This design comes from an exercise in tuning for small area on the open sky130 flow, not from production work.
In this exercise RTL edits were held to simulation tests only and were not proved equivalent to the original.

## lane 1
Design mag_dig_top, start of the top module:
module mag_dig_top #(
  parameter ADC_BITS=10,
  parameter W=24,
  parameter FRAC=12,
  parameter LOG2_OSR_MAX=8
)(
  input                 clk,
  input                 rst_n,
  input  [ADC_BITS-1:0] adc_code,
  input                 adc_valid,
  input  [1:0]          mux_sel,
  input  sclk,
  input  cs_n,
  input  mosi,
  output miso,
  input  [31:0]         version_id
);
Settings: LEC_CHECK=0, ABC_AREA=1, CAP_MARGIN=12, CORE_MARGIN=2, CORE_UTILIZATION=45, CTS_CLUSTER_DIAMETER=80, CTS_CLUSTER_SIZE=26, GPL_TIMING_DRIVEN=0, PLACE_DENSITY=0.6, SLEW_MARGIN=12; clock period 55.0 ns.
run.sh (not shown) runs the stock make flow with config.mk's settings and CLKGATE_MAP_FILE= SYNTH_SCRIPT=/design/flow/synth_recipe.tcl, a recipe that flattens the netlist after the stock synthesis.
Input-level comparison between lane 2 and lane 1:
- SLEW_MARGIN now 20, was 12
- PLACE_DENSITY now 0.7, was 0.6
- CORE_UTILIZATION now 50, was 45
- CAP_MARGIN now 20, was 12
Results
- Worst reg2reg path depth: lane 2 vs lane 1 down 3
- In lane 2, the cell area after layout came out 0.49% below the value in lane 1.
- For lane 2, the end point of the critical path was S[31], unlike lane 1, where it was LZ[13].
- When lane 2 is set beside lane 1, its total length of routed met2 wires turns out to be 14% larger.
- Multi-input logic portion of the cell area: higher on lane 2
Setup changes, lane 2 to lane 3
- CORE_UTILIZATION now 45, was 50
- PLACE_DENSITY now 0.6, was 0.7
Across lane 3 and lane 2, none had a timing, DRC or antenna violation.
In lane 3, the post-placement cell count came out 249 above the value in lane 2.
On lane 3: number of inserted filler cells in the final layout is 2,643 higher than what lane 2 gave.
Looking only at post-detailed-routing wire length, and setting everything else aside, the higher value of lane 3 and lane 2 goes to lane 2.
Lane 2 -> lane 3: count of cell instances traversed by the critical path increased by a few percent
Diff lane 2 -> lane 3 | effective utilization at floorplan | decrease of 5.3 points
Lane 3 against lane 2: core occupancy in the finished layout moved down, count of vias placed by the detailed router down 2,229.


## job 101
mag_dig_top, a different RTL version from the one above (not shown whole).
For scale: about 6,500 cells after synthesis, roughly 51 I/O pins, roughly 71,000 µm² of cells after synthesis.
==> flow/design.v (excerpt) <==
module mag_dig_top #(
  parameter ADC_BITS=10,
  parameter W=24,
  parameter FRAC=12,
  parameter LOG2_OSR_MAX=8
)(
  input                 clk,
  input                 rst_n,
  input  [ADC_BITS-1:0] adc_code,
  input                 adc_valid,
  input  [1:0]          mux_sel,
  input  sclk,
  input  cs_n,
  input  mosi,
  output miso,
  input  [31:0]         version_id
);
export LEC_CHECK = 0
export ABC_AREA = 1
export CAP_MARGIN = 20
export CORE_MARGIN = 2
export CORE_UTILIZATION = 45
export CTS_CLUSTER_DIAMETER = 80
export CTS_CLUSTER_SIZE = 26
export GPL_TIMING_DRIVEN = 0
export PLACE_DENSITY = 0.6
export SLEW_MARGIN = 20
create_clock -name core_clock -period 55.0 [get_ports {clk}]
Changes in job 102 relative to job 101:
# job 101
export LEC_CHECK = 0
export ABC_AREA = 1
export CAP_MARGIN = 20
export CORE_MARGIN = 2
export CORE_UTILIZATION = 45
export CTS_CLUSTER_DIAMETER = 80
export CTS_CLUSTER_SIZE = 26
export GPL_TIMING_DRIVEN = 0
export PLACE_DENSITY = 0.6
export SLEW_MARGIN = 20
create_clock -name core_clock -period 55.0 [get_ports {clk}]
# job 102
export LEC_CHECK = 0
export ABC_AREA = 1
export CAP_MARGIN = 20
export CORE_MARGIN = 2
export CORE_UTILIZATION = 45
export CTS_CLUSTER_DIAMETER = 85
export CTS_CLUSTER_SIZE = 30
export GPL_TIMING_DRIVEN = 0
export PLACE_DENSITY = 0.6
export SLEW_MARGIN = 20
create_clock -name core_clock -period 55.0 [get_ports {clk}]
--- outcome ---
- Job 102 against job 101: maximum cell stage delay along the critical path picked up an extra 80 ps; upper clock frequency limit closely matched the old numbers.
- Re mean cell area of the mapped netlist: no difference whatsoever between job 102 and job 101.
- The multi-input gate share of total cell area was comparable across job 102 and job 101.
### job 102 -> job 103
# job 102
export LEC_CHECK = 0
export ABC_AREA = 1
export CAP_MARGIN = 20
export CORE_MARGIN = 2
export CORE_UTILIZATION = 45
export CTS_CLUSTER_DIAMETER = 85
export CTS_CLUSTER_SIZE = 30
export GPL_TIMING_DRIVEN = 0
export PLACE_DENSITY = 0.6
export SLEW_MARGIN = 20
create_clock -name core_clock -period 55.0 [get_ports {clk}]
# job 103
export LEC_CHECK = 0
export ABC_AREA = 1
export CAP_MARGIN = 20
export CORE_MARGIN = 2
export CORE_UTILIZATION = 45
export CTS_BUF_LIST = sky130_fd_sc_hd__clkbuf_8
export CTS_CLUSTER_DIAMETER = 50
export CTS_CLUSTER_SIZE = 14
export GPL_TIMING_DRIVEN = 0
export PLACE_DENSITY = 0.6
export SLEW_MARGIN = 20
create_clock -name core_clock -period 55.0 [get_ports {clk}]
==> notes.md <==
- Slew at the pin closest to its max-slew limit: job 103 higher than job 102
- Clock tree cell share of total cell area in job 103 vs job 102: up 0.67 points
- Between job 103 and job 102, number of buffers added by the clock tree synthesis step is higher for job 103, job 102 comes in under that.
- The fraction of layout cells with a size suffix above 1 of job 103 exceeds that of job 102 by 1.8 points.
- Delay contributed by the slowest stage of the critical path, job 103 and job 102: larger value in job 102
- Diff job 102 -> job 103: clock skew saw an increase, global-route wire length before repair rose about 0.9%.


mag_dig_top, a different RTL version from the one above (not shown whole).
For scale: ~6,200 cells after synthesis, about 51 I/O pins.
clock: 55.0 ns
lec_check: 0
abc_area: 1
cap_margin: 20
core_margin: 2
core_utilization: 45
cts_cluster_diameter: 84
cts_cluster_size: 28
gpl_timing_driven: 0
place_density: 0.6
slew_margin: 20
standard.sh (not shown) runs the stock make flow with config.mk's settings and CLKGATE_MAP_FILE= SYNTH_SCRIPT=/design/flow/synth_recipe.tcl, a recipe that flattens the netlist after the stock synthesis.
==> flow/flow/run.sh <==
#!/bin/bash
# Own layout flow: the standard ORFS flow (standard.sh) with these changes to how
# the layout is made (synthesis is the standard one, run first and unchanged):
#  - the port buffers are sky130_fd_sc_hd__buf_1 (every port still gets a buffer);
#  - clock tree synthesis adds no dummy loads (the H-tree is still balanced by its
#    clustering; no register's clock is delayed on purpose);
#  - after synthesis, the resizer may only use the small buffers buf_1 / buf_2 when it
#    repairs slew and capacitance (the platform's own don't-use list is kept).
set -euo pipefail
bash standard.sh synth > flow_synth.log 2>&1
export BUFFER_PORTS_ARGS="-buffer_cell sky130_fd_sc_hd__buf_1"
export CTS_ARGS="-sink_clustering_enable -repair_clock_nets -sink_clustering_size 28 -sink_clustering_max_diameter 84 -dont_use_dummy_load"
DU="sky130_fd_sc_hd__probe_p_8 sky130_fd_sc_hd__probec_p_8 sky130_fd_sc_hd__lpflow_bleeder_1 sky130_fd_sc_hd__lpflow_clkbufkapwr_1 sky130_fd_sc_hd__lpflow_clkbufkapwr_16 sky130_fd_sc_hd__lpflow_clkbufkapwr_2 sky130_fd_sc_hd__lpflow_clkbufkapwr_4 sky130_fd_sc_hd__lpflow_clkbufkapwr_8 sky130_fd_sc_hd__lpflow_clkinvkapwr_1 sky130_fd_sc_hd__lpflow_clkinvkapwr_16 sky130_fd_sc_hd__lpflow_clkinvkapwr_2 sky130_fd_sc_hd__lpflow_clkinvkapwr_4 sky130_fd_sc_hd__lpflow_clkinvkapwr_8 sky130_fd_sc_hd__lpflow_decapkapwr_12 sky130_fd_sc_hd__lpflow_decapkapwr_3 sky130_fd_sc_hd__lpflow_decapkapwr_4 sky130_fd_sc_hd__lpflow_decapkapwr_6 sky130_fd_sc_hd__lpflow_decapkapwr_8 sky130_fd_sc_hd__lpflow_inputiso0n_1 sky130_fd_sc_hd__lpflow_inputiso0p_1 sky130_fd_sc_hd__lpflow_inputiso1n_1 sky130_fd_sc_hd__lpflow_inputiso1p_1 sky130_fd_sc_hd__lpflow_inputisolatch_1 sky130_fd_sc_hd__lpflow_isobufsrc_1 sky130_fd_sc_hd__lpflow_isobufsrc_16 sky130_fd_sc_hd__lpflow_isobufsrc_2 sky130_fd_sc_hd__lpflow_isobufsrc_4 sky130_fd_sc_hd__lpflow_isobufsrc_8 sky130_fd_sc_hd__lpflow_isobufsrckapwr_16 sky130_fd_sc_hd__lpflow_lsbuf_lh_hl_isowell_tap_1 sky130_fd_sc_hd__lpflow_lsbuf_lh_hl_isowell_tap_2 sky130_fd_sc_hd__lpflow_lsbuf_lh_hl_isowell_tap_4 sky130_fd_sc_hd__lpflow_lsbuf_lh_isowell_4 sky130_fd_sc_hd__lpflow_lsbuf_lh_isowell_tap_1 sky130_fd_sc_hd__lpflow_lsbuf_lh_isowell_tap_2 sky130_fd_sc_hd__lpflow_lsbuf_lh_isowell_tap_4  sky130_fd_sc_hd__buf_4 sky130_fd_sc_hd__buf_6 sky130_fd_sc_hd__buf_8 sky130_fd_sc_hd__buf_12 sky130_fd_sc_hd__buf_16 sky130_fd_sc_hd__bufbuf_8 sky130_fd_sc_hd__bufbuf_16"
export REMOVE_ABC_BUFFERS=1
bash standard.sh finish "DONT_USE_CELLS=$DU" > flow_standard.log 2>&1
Rerun with:
--- a/flow/flow/run.sh
+++ b/flow/flow/run.sh
@@ -11,5 +11,4 @@
 export BUFFER_PORTS_ARGS="-buffer_cell sky130_fd_sc_hd__buf_1"
-export CTS_ARGS="-sink_clustering_enable -repair_clock_nets -sink_clustering_size 28 -sink_clustering_max_diameter 84 -dont_use_dummy_load"
+export CTS_ARGS="-sink_clustering_enable -repair_clock_nets -sink_clustering_size 31 -sink_clustering_max_diameter 84 -dont_use_dummy_load"
 DU="sky130_fd_sc_hd__probe_p_8 sky130_fd_sc_hd__probec_p_8 sky130_fd_sc_hd__lpflow_bleeder_1 sky130_fd_sc_hd__lpflow_clkbufkapwr_1 sky130_fd_sc_hd__lpflow_clkbufkapwr_16 sky130_fd_sc_hd__lpflow_clkbufkapwr_2 sky130_fd_sc_hd__lpflow_clkbufkapwr_4 sky130_fd_sc_hd__lpflow_clkbufkapwr_8 sky130_fd_sc_hd__lpflow_clkinvkapwr_1 sky130_fd_sc_hd__lpflow_clkinvkapwr_16 sky130_fd_sc_hd__lpflow_clkinvkapwr_2 sky130_fd_sc_hd__lpflow_clkinvkapwr_4 sky130_fd_sc_hd__lpflow_clkinvkapwr_8 sky130_fd_sc_hd__lpflow_decapkapwr_12 sky130_fd_sc_hd__lpflow_decapkapwr_3 sky130_fd_sc_hd__lpflow_decapkapwr_4 sky130_fd_sc_hd__lpflow_decapkapwr_6 sky130_fd_sc_hd__lpflow_decapkapwr_8 sky130_fd_sc_hd__lpflow_inputiso0n_1 sky130_fd_sc_hd__lpflow_inputiso0p_1 sky130_fd_sc_hd__lpflow_inputiso1n_1 sky130_fd_sc_hd__lpflow_inputiso1p_1 sky130_fd_sc_hd__lpflow_inputisolatch_1 sky130_fd_sc_hd__lpflow_isobufsrc_1 sky130_fd_sc_hd__lpflow_isobufsrc_16 sky130_fd_sc_hd__lpflow_isobufsrc_2 sky130_fd_sc_hd__lpflow_isobufsrc_4 sky130_fd_sc_hd__lpflow_isobufsrc_8 sky130_fd_sc_hd__lpflow_isobufsrckapwr_16 sky130_fd_sc_hd__lpflow_lsbuf_lh_hl_isowell_tap_1 sky130_fd_sc_hd__lpflow_lsbuf_lh_hl_isowell_tap_2 sky130_fd_sc_hd__lpflow_lsbuf_lh_hl_isowell_tap_4 sky130_fd_sc_hd__lpflow_lsbuf_lh_isowell_4 sky130_fd_sc_hd__lpflow_lsbuf_lh_isowell_tap_1 sky130_fd_sc_hd__lpflow_lsbuf_lh_isowell_tap_2 sky130_fd_sc_hd__lpflow_lsbuf_lh_isowell_tap_4  sky130_fd_sc_hd__buf_4 sky130_fd_sc_hd__buf_6 sky130_fd_sc_hd__buf_8 sky130_fd_sc_hd__buf_12 sky130_fd_sc_hd__buf_16 sky130_fd_sc_hd__bufbuf_8 sky130_fd_sc_hd__bufbuf_16"
-export REMOVE_ABC_BUFFERS=1
 bash standard.sh finish "DONT_USE_CELLS=$DU" > flow_standard.log 2>&1
GPL_TIMING_DRIVEN = 1   (was 0)
=>
- cell area is lower by 0.50%
- hold slack is better by 0.018 ns
- register-to-register slack is better by 3.0 ns
- sequential cell count does not change
- setup slack is better by 3.0 ns
- critical path depth is higher by 4
- clock skew is lower by 0.031 ns
Rerun with:
==> flow/flow/run.sh (replaced) <==
#!/bin/bash
# Own layout flow: the standard ORFS flow (standard.sh) with these changes to how
# the layout is made (synthesis is the standard one, run first and unchanged):
#  - the port buffers are sky130_fd_sc_hd__buf_1 (every port still gets a buffer);
#  - clock tree synthesis adds no dummy loads (the H-tree is still balanced by its
#    clustering; no register's clock is delayed on purpose);
#  - after synthesis, the resizer may only use the small buffers buf_1 / buf_2 when it
#    repairs slew and capacitance.
set -euo pipefail
bash standard.sh synth > flow_synth.log 2>&1
export BUFFER_PORTS_ARGS="-buffer_cell sky130_fd_sc_hd__buf_1"
export CTS_ARGS="-sink_clustering_enable -repair_clock_nets -sink_clustering_size 28 -sink_clustering_max_diameter 84 -dont_use_dummy_load"
export DONT_USE_CELLS="sky130_fd_sc_hd__buf_4 sky130_fd_sc_hd__buf_6 sky130_fd_sc_hd__buf_8 sky130_fd_sc_hd__buf_12 sky130_fd_sc_hd__buf_16 sky130_fd_sc_hd__bufbuf_8 sky130_fd_sc_hd__bufbuf_16"
bash standard.sh finish > flow_standard.log 2>&1
Global-route usage falls by 0.50 points.
Clock skew drops by 0.013 ns.
Via count goes down by 1.1%.
Utilization rises by 0.33 points.
Setup slack got worse by 0.29 ns.
Area after synthesis is unchanged.
Cell count stays flat.
Die area does not change.
Non-clock buffer count is lower by 19.
Hold slack is better by 0.0099 ns.
Rerun with:
==> flow/flow/run.sh (replaced) <==
#!/bin/bash
# Own layout flow: the standard ORFS flow (standard.sh, standard synthesis) with two
# changes to how the layout is made:
#  - the port buffers are sky130_fd_sc_hd__buf_1 (every port still gets a buffer);
#  - clock tree synthesis adds no dummy loads (the H-tree is still balanced by its
#    clustering; no register's clock is delayed on purpose).
set -euo pipefail
export BUFFER_PORTS_ARGS="-buffer_cell sky130_fd_sc_hd__buf_1"
export CTS_ARGS="-sink_clustering_enable -repair_clock_nets -sink_clustering_size 28 -sink_clustering_max_diameter 84 -dont_use_dummy_load"
bash standard.sh finish > flow_standard.log 2>&1
After rerunning:
- The changed run completed with no timing, DRC or antenna violations
- cell area stays the same
- global-route usage stays the same
- area after synthesis is unchanged
- worst setup slack is unchanged
- cell count does not change
- sequential share of layout area stays the same
- wire length does not change
- worst hold slack stays the same
Rerun with:
==> flow/flow/run.sh (replaced) <==
#!/bin/bash
# Own layout flow: the standard ORFS flow (standard.sh) with these changes to how
# the layout is made (synthesis is the standard one, run first and unchanged):
#  - the port buffers are sky130_fd_sc_hd__buf_1 (every port still gets a buffer);
#  - clock tree synthesis adds no dummy loads (the H-tree is still balanced by its
#    clustering; no register's clock is delayed on purpose);
#  - after synthesis, the resizer may only use the small buffers buf_1 / buf_2 when it
#    repairs slew and capacitance (the platform's own don't-use list is kept).
set -euo pipefail
bash standard.sh synth > flow_synth.log 2>&1
export BUFFER_PORTS_ARGS="-buffer_cell sky130_fd_sc_hd__buf_1"
export CTS_ARGS="-sink_clustering_enable -repair_clock_nets -sink_clustering_size 28 -sink_clustering_max_diameter 84 -dont_use_dummy_load"
DU="sky130_fd_sc_hd__probe_p_8 sky130_fd_sc_hd__probec_p_8 sky130_fd_sc_hd__lpflow_bleeder_1 sky130_fd_sc_hd__lpflow_clkbufkapwr_1 sky130_fd_sc_hd__lpflow_clkbufkapwr_16 sky130_fd_sc_hd__lpflow_clkbufkapwr_2 sky130_fd_sc_hd__lpflow_clkbufkapwr_4 sky130_fd_sc_hd__lpflow_clkbufkapwr_8 sky130_fd_sc_hd__lpflow_clkinvkapwr_1 sky130_fd_sc_hd__lpflow_clkinvkapwr_16 sky130_fd_sc_hd__lpflow_clkinvkapwr_2 sky130_fd_sc_hd__lpflow_clkinvkapwr_4 sky130_fd_sc_hd__lpflow_clkinvkapwr_8 sky130_fd_sc_hd__lpflow_decapkapwr_12 sky130_fd_sc_hd__lpflow_decapkapwr_3 sky130_fd_sc_hd__lpflow_decapkapwr_4 sky130_fd_sc_hd__lpflow_decapkapwr_6 sky130_fd_sc_hd__lpflow_decapkapwr_8 sky130_fd_sc_hd__lpflow_inputiso0n_1 sky130_fd_sc_hd__lpflow_inputiso0p_1 sky130_fd_sc_hd__lpflow_inputiso1n_1 sky130_fd_sc_hd__lpflow_inputiso1p_1 sky130_fd_sc_hd__lpflow_inputisolatch_1 sky130_fd_sc_hd__lpflow_isobufsrc_1 sky130_fd_sc_hd__lpflow_isobufsrc_16 sky130_fd_sc_hd__lpflow_isobufsrc_2 sky130_fd_sc_hd__lpflow_isobufsrc_4 sky130_fd_sc_hd__lpflow_isobufsrc_8 sky130_fd_sc_hd__lpflow_isobufsrckapwr_16 sky130_fd_sc_hd__lpflow_lsbuf_lh_hl_isowell_tap_1 sky130_fd_sc_hd__lpflow_lsbuf_lh_hl_isowell_tap_2 sky130_fd_sc_hd__lpflow_lsbuf_lh_hl_isowell_tap_4 sky130_fd_sc_hd__lpflow_lsbuf_lh_isowell_4 sky130_fd_sc_hd__lpflow_lsbuf_lh_isowell_tap_1 sky130_fd_sc_hd__lpflow_lsbuf_lh_isowell_tap_2 sky130_fd_sc_hd__lpflow_lsbuf_lh_isowell_tap_4  sky130_fd_sc_hd__buf_4 sky130_fd_sc_hd__buf_6 sky130_fd_sc_hd__buf_8 sky130_fd_sc_hd__buf_12 sky130_fd_sc_hd__buf_16 sky130_fd_sc_hd__bufbuf_8 sky130_fd_sc_hd__bufbuf_16"
bash standard.sh finish "DONT_USE_CELLS=$DU" > flow_standard.log 2>&1
After rerunning: Non-clock buffer count went up by 18. Via count grows slightly. Routed wire length is higher slightly. Worst setup slack gets better by 0.30 ns. Cell area fell slightly. Worst hold slack loses 0.012 ns. Maximum frequency climbs slightly. First-iteration DRC count increases by a few percent.

-- what the ideal ports hide --
No port has a modelled driver above. Below, the same layouts with a new extraction and two added sets of constraints.
Step 1, drivers: a clkbuf_16 drives clk and a buf_2 each remaining input, both assumed.
Step 2, shift: input delay + t, output delay - t, t = (earliest + latest rising clock arrival at the registers) / 2. This alone moves slack from input paths to output paths.
Three values: ideal, step 1, step 2; two values: the first two.
| run | shift t [ns] | setup slack, ns | hold slack, ns | cell pins on the clock port's net |
|---|---|---|---|---|
| lane 1 | 0.835 | 27.199 / 27.199 / 27.199 | 0.300 / 0.300 / 0.300 | 1 |
| lane 2 | 0.840 | 27.368 / 27.368 / 27.368 | 0.307 / 0.307 / 0.307 | 1 |
| lane 3 | 0.849 | 27.609 / 27.609 / 27.609 | 0.298 / 0.298 / 0.298 | 1 |
| job 101 | 0.846 | 28.296 / 28.296 / 28.296 | 0.291 / 0.291 / 0.291 | 1 |
| job 102 | 0.829 | 28.316 / 28.316 / 28.316 | 0.315 / 0.315 / 0.315 | 1 |
| job 103 | 1.001 | 28.550 / 28.550 / 28.550 | 0.291 / 0.291 / 0.291 | 1 |
| the first run of note 3 | 0.773 | 26.082 / 26.082 / 26.082 | 0.240 / 0.240 / 0.240 | 1 |
| the second run of note 3 | 0.799 | 29.107 / 29.107 / 29.107 | 0.258 / 0.258 / 0.258 | 1 |
| the third run of note 3 | 0.811 | 28.821 / 28.821 / 28.821 | 0.267 / 0.267 / 0.267 | 1 |
| the fourth run of note 3 | 0.811 | 28.821 / 28.821 / 28.821 | 0.267 / 0.267 / 0.267 | 1 |
| the fifth run of note 3 | 0.788 | 29.124 / 29.124 / 29.124 | 0.255 / 0.255 / 0.255 | 1 |
After both steps every run listed still meets setup and hold.
